This is an optimization exercise on Yosys and OpenROAD, whose aim is small area and a short achievable clock period, not a production implementation. RTL that was checked went through simulation tests only; none was proved equivalent to the original. Power is estimated from default activity; no workload was simulated.

==> sierra: inputs <==
==> flow/design.v (excerpt) <==
module FIR #
(
    parameter inbit = 11,
    parameter outbit = 23,
    parameter n=32
)
(
    input rst,
    input clk,
    input wire signed [inbit-1:0] infix,
    output reg signed [outbit-1:0] outfix
);
  wire [10:0] wi = infix ^ 11'h400;
  wire rstn = ~rst;
  reg  [10:0] X;      
  reg  [11:0] U0;   
  reg  [11:0] U1;   
  reg  [11:0] U2;   
  reg  [11:0] U3;   
  reg  [11:0] U4;   
  reg  [11:0] U5;   
  reg  [11:0] U6;   
  reg  [11:0] U7;   
  reg  [11:0] U8;   
  reg  [11:0] U9;   
  reg  [11:0] U10;   
  reg  [11:0] U11;   
  reg  [11:0] U12;   
  reg  [11:0] U13;   
  reg  [11:0] U14;   
  reg  [11:0] U15;   
  reg  [11:0] U16;   
  reg  [11:0] U17;   
  reg  A0_0_0;
  reg  A0_0_1;
  reg  A0_1_0;
  reg  A0_1_1;
  reg  A0_2_0;
  reg  A0_2_1;
  reg  A0_3_0;
  reg  A0_4_0;
  reg  A0_4_1;
  reg  A0_5_0;
  reg  A0_5_1;
  reg  A0_6_0;
  reg  A0_6_1;
  reg  A0_7_0;
  reg  A0_7_1;
  reg  A0_8_0;
  reg  A0_8_1;
  reg  A0_9_0;
  reg  A0_9_1;
  reg  A0_10_0;
  reg  A0_10_1;
  reg  A0_11_0;
  reg  A0_11_1;
  reg  A0_12_0;
  reg  A0_12_1;
  reg  A0_13_0;
  reg  A0_13_1;
  reg  A0_14_0;
  reg  A0_14_1;
  reg  A0_15_0;
  reg  A0_15_1;
  reg  A0_16_0;
  reg  A0_16_1;
  reg  A0_17_0;
  reg  A0_17_1;
  reg  A0_18_0;
  reg  A0_19_0;
  reg  A1_0_0;
  reg  A1_1_0;
  reg  A1_1_1;
  reg  A1_2_0;
  reg  A1_3_0;
  reg  A1_3_1;
  reg  A1_4_0;
  reg  A1_4_1;
  reg  A1_5_0;
  reg  A1_5_1;
  reg  A1_6_0;
  reg  A1_6_1;
  reg  A1_7_0;
  reg  A1_7_1;
  reg  A1_8_0;
  reg  A1_8_1;
  reg  A1_9_0;
  reg  A1_9_1;
  reg  A1_10_0;
  reg  A1_10_1;
  reg  A1_11_0;
  reg  A1_11_1;
  reg  A1_12_0;
  reg  A1_12_1;
  reg  A1_13_0;
  reg  A1_13_1;
  reg  A1_14_0;
  reg  A1_14_1;
  reg  A1_15_0;
  reg  A1_15_1;
  reg  A1_16_0;
  reg  A1_16_1;
  reg  A1_17_0;
  reg  A1_17_1;
  reg  A1_18_0;
  reg  A1_19_0;
  reg  A2_0_0;
  reg  A2_1_0;
  ...
==> flow/config.mk <==
export PLATFORM = sky130hd
export DESIGN_NAME = FIR
export DESIGN_NICKNAME = FIR
export VERILOG_FILES = /design/flow/design.v
export SDC_FILE = /design/flow/constraint.sdc
export NUM_CORES = 4
export LEC_CHECK = 0
export CAP_MARGIN = 20
export CORE_MARGIN = 2
export CORE_UTILIZATION = 40
export CTS_BUF_LIST = sky130_fd_sc_hd__clkbuf_16
export CTS_CLUSTER_DIAMETER = 100
export CTS_CLUSTER_SIZE = 25
export SETUP_SLACK_MARGIN = 2.05
export SLEW_MARGIN = 20
export SYNTH_HIERARCHICAL = 1
==> flow/constraint.sdc <==
create_clock -name core_clock -period 4.2 [get_ports {clk}]
set_input_delay 0.8400 -clock core_clock [delete_from_list [all_inputs] [get_ports {clk}]]
set_output_delay 0.8400 -clock core_clock [all_outputs]
set_load 0.01 [all_outputs]
run.sh (not shown) runs the stock make flow with config.mk's settings and CLKGATE_MAP_FILE= SYNTH_SCRIPT=/design/flow/synth_recipe.tcl, a recipe that flattens the netlist after the stock synthesis.
==> lagoon: changes against sierra <==
--- a/flow/config.mk
+++ b/flow/config.mk
@@ -13,3 +13,3 @@
 export CTS_CLUSTER_SIZE = 25
-export SETUP_SLACK_MARGIN = 2.05
+export SETUP_SLACK_MARGIN = 2.08
 export SLEW_MARGIN = 20
==> qor summary <==
Final worst setup slack: lagoon 2.070 ns; sierra 2.085 ns
Met2 track demand over resource: lagoon 27.39%; sierra 26.60%
Cell area power density: lagoon 431.1 nW/um^2; sierra 435.1 nW/um^2
Overall power consumption: lagoon 14.29 mW; sierra 14.31 mW
Met3 track utilization from global routing: lagoon 1.788%; sierra 1.880%
Buffers, non-clock: lagoon 96; sierra 68
Setup Fix Bufs, Post-CTS: lagoon 5; sierra 1
First drt pass iteration count: lagoon 5; sierra 4
Proportion of cell area occupied by multi-input gates: lagoon 48.20%; sierra 48.39%
Nets@finish: lagoon 2933; sierra 2905
Share of layout cells above drive strength 1: lagoon 11.40%; sierra 8.911%
Total wire length after detailed routing: lagoon 54180 um; sierra 53930 um
Logic power comb: lagoon 3.32 mW; sierra 3.35 mW
P&R area growth vs syn: lagoon 10.32%; sierra 9.463%
Status: lagoon complete, no violations; sierra complete, no violations
Part of the total power dissipated in combinational logic: lagoon 23.2%; sierra 23.4%
No functional check of the RTL was part of any run of this note.

---

==> inputs of v11 <==
FIR, a different RTL version from the one above (not shown whole).
Settings: LEC_CHECK=0, CAP_MARGIN=20, CORE_MARGIN=2, CORE_UTILIZATION=40, SETUP_SLACK_MARGIN=2.1, SLEW_MARGIN=20; clock period 4.2 ns.
==> v32 (differences from v11) <==
- SETUP_SLACK_MARGIN: 2.1 -> 1.8
==> results.py <==
metrics = {
    "timing": {
        "skew_ps": 18.09,
        "slew_headroom": 0.3502,
    },
    "route": {
        "firstDrtPassIters": 5,
    },
    "setup_path": {
        "cp_cell_sequence": "fa_2 > fa_1 > inv_2 > fa_2 > inv_2 > fa_2 > or2_4",
    },
    "grt": {
        "use_met3": 0.02390,
    },
    "power_and_ir_drop": {
        "p_comb_uw": 3540,
        "power_clock_uw": 6160,
    },
    "finish": {
        "area_delta_synth_final_pct": 15.24,
        "fin_cells": 4254,
        "drive_gt1_frac": 0.1847,
    },
    "run_status": {
        "status": "no timing/DRC/antenna violations",
    },
    "placement": {
        "place.gp.congestion": 0.7807,
    },
}
The numbers above come from v32.

==> results.py <==
metrics = {
    "route": {
        "firstDrtPassIters": 4,
        "wl_met1_um": 24340,
    },
    "power_and_ir_drop": {
        "vdd_drop_max_mv": 0.3293,
        "clkPwrFrac": 0.364,
        "power_clock_uw": 6340,
        "comb_power_share": 0.247,
    },
    "setup_path": {
        "r2r-end": "A5_7_0$_SDFF_PP1_",
        "critPathLaunchType": "flip-flop",
        "cp_cell_sequence": "fa_2 > fa_1 > inv_1 > fa_2 > inv_2 > fa_2 > or2_4",
    },
    "finish": {
        "drive_gt1_frac": 0.3365,
        "area_delta_synth_final_pct": 21.65,
        "fin_cells": 4342,
        "signal_buffers": 192,
        "nonClkBufAreaFrac": 0.04368,
    },
    "grt": {
        "overflow": 0,
        "use_met3": 0.02549,
    },
    "run_status": {
        "status": "no timing/DRC/antenna violations",
    },
    "placement": {
        "place.gp.congestion": 0.7652,
    },
    "timing": {
        "skew_ps": 22.98,
        "slew_headroom": 0.3128,
    },
    "synth": {
        "async_flop_share": 0,
    },
}
The numbers above come from v11.

Function was not checked in any run of this note: the RTL went through the layout flow alone.

---

==> build 81: inputs <==
Another version of the RTL of FIR (not shown whole).
Settings: LEC_CHECK=0, CAP_MARGIN=20, CORE_MARGIN=2, CORE_UTILIZATION=40, SLEW_MARGIN=20, SYNTH_HIERARCHICAL=1; clock period 4.2 ns.
==> inputs of build 27, as changes to build 81 <==
--- a/flow/config.mk
+++ b/flow/config.mk
@@ -9,4 +9,5 @@
 export CORE_MARGIN = 2
 export CORE_UTILIZATION = 40
+export SETUP_SLACK_MARGIN = 1.9
 export SLEW_MARGIN = 20
 export SYNTH_HIERARCHICAL = 1
==> flow_summary.ini <==
[worst_setup_path]
r2r-end = A5_7_0
crit_arrival_ns = 3.38
cp_cell_sequence = fa_1, fa_1, fa_1, fa_1, or2_2

[outcome]
status = no timing/DRC/antenna violations

[placement]
gp_congestion = 0.792
dpl_cell_area_sq_mm = 0.0324

[timing]
whs_ns = 0.374
worstMarginPinSlew_ns = 0.778
fmax_ghz = 0.346

[route]
wl_met3_um = 1650
drtIter0Drc = 490

[finish]
nClkBuffers = 104

[pwr]
p_seq_mw = 6.83
p_switching_mw = 4.20
That was build 81.
==> flow_summary.ini <==
[pwr]
p_seq_mw = 6.81

[timing]
worstMarginPinSlew_ns = 0.821
fmax_ghz = 0.393

[worst_setup_path]
r2r-end = A4_7_0
crit_arrival_ns = 3.04
cp_cell_sequence = fa_2, fa_1, fa_2, fa_2, or2_4

[outcome]
status = no timing/DRC/antenna violations

[route]
wl_met3_um = 1240
That was build 27.
No functional check of the RTL was part of any run of this note.

---

==> zinc <==
FIR, a different RTL version from the one above (not shown whole).
Settings: LEC_CHECK=0, CAP_MARGIN=20, CORE_MARGIN=2, CORE_UTILIZATION=40, SETUP_SLACK_MARGIN=2.0, SLEW_MARGIN=20, SYNTH_HIERARCHICAL=1; clock period 4.2 ns.
==> amber: changes against zinc <==
--- a/flow/config.mk
+++ b/flow/config.mk
@@ -12,2 +12,3 @@
 export SLEW_MARGIN = 20
 export SYNTH_HIERARCHICAL = 1
+export TNS_END_PERCENT = 10
==> summary.txt <==
                                                                            zinc                     amber
Run status                                                           finished clean            finished clean
Final-layout fill cell count                                                   7132                      7170
Leakage power total                                                         14.5 nW                   14.5 nW
Capturing instance or port of the critical path                  A4_13_1$_SDFF_PP0_        A11_7_1$_SDFF_PP1_
Critical-path cell with the highest stage delay               sky130_fd_sc_hd__fa_1  sky130_fd_sc_hd__dfxtp_1
DP HPWL                                                                     37.6 mm                   38.2 mm
Buffers excl. clock                                                              65                        85
Reg2reg start                                                     U7[11]$_SDFF_PP0_          U4[2]$_SDFF_PP0_
Endpoint of the lowest-slack register-to-register path           A4_13_1$_SDFF_PP0_        A11_7_1$_SDFF_PP1_
Detailed-routed wire length on met2                                         27.4 mm                   27.5 mm
Actual transition at the worst max-transition pin                            701 ps                    777 ps
Flip-flop and latch share of the layout cell area                             38.9%                     38.7%
Maximum fanout count along the critical path                                      4                         3
Worst-case reg-to-reg path depth                                                  6                         4
GR met2 Demand/Resource                                                       24.5%                     25.2%
Number of global-route vias before repair                                     18600                     19000
Maximum number of pins on one net before global-route repair                    156                       123
Clk network pwr share                                                         37.9%                     37.0%
Signal arrival time at the worst endpoint                                   2760 ps                   2860 ps

[static timing again, ports no longer ideal]
No port has a modelled driver above. Below, the same layouts with a new extraction and two added sets of constraints.
Step 1: set_driving_cell puts a clkbuf_16 on clk and a buf_2 on each other input, an assumption about the parent block.
Step 2 adds t to the input delays and takes it off the output delays; t is the mean of the earliest and latest rising clock arrival at the registers after step 1. Input paths then give back, and output paths get back, about the clock's delay inside the block.
Slacks: ideal ports / drivers / drivers and shift; pairs: ideal ports / drivers.
run | shift t [ns] | setup slack, ns | hold slack, ns | worst setup path at the end | slew at the worst register clock pin (ns)
sierra | 0.679 | 2.085 / 2.071 / 1.557 | 0.370 / 0.370 / 0.370 | input to register | 0.10 / 0.10
lagoon | 0.677 | 2.070 / 2.070 / 1.509 | 0.371 / 0.371 / 0.371 | input to register | 0.10 / 0.10
v11 | 0.660 | 1.630 / 1.630 / 1.105 | 0.366 / 0.366 / 0.366 | input to register | 0.06 / 0.06
v32 | 0.648 | 1.617 / 1.617 / 1.205 | 0.368 / 0.368 / 0.368 | input to register | 0.06 / 0.06
build 81 | 0.653 | 1.310 / 1.310 / 0.945 | 0.374 / 0.374 / 0.374 | input to register | 0.06 / 0.06
build 27 | 0.655 | 1.658 / 1.658 / 1.140 | 0.374 / 0.374 / 0.374 | input to register | 0.06 / 0.06
zinc | 0.669 | 1.919 / 1.919 / 1.434 | 0.392 / 0.392 / 0.392 | input to register | 0.06 / 0.06
amber | 0.658 | 1.839 / 1.829 / 1.268 | 0.392 / 0.392 / 0.392 | input to register | 0.06 / 0.06
After both steps every run listed still meets setup and hold. The setup slack of amber, which loses most, moves by -0.010 ns with the drivers and by -0.571 ns with both steps.
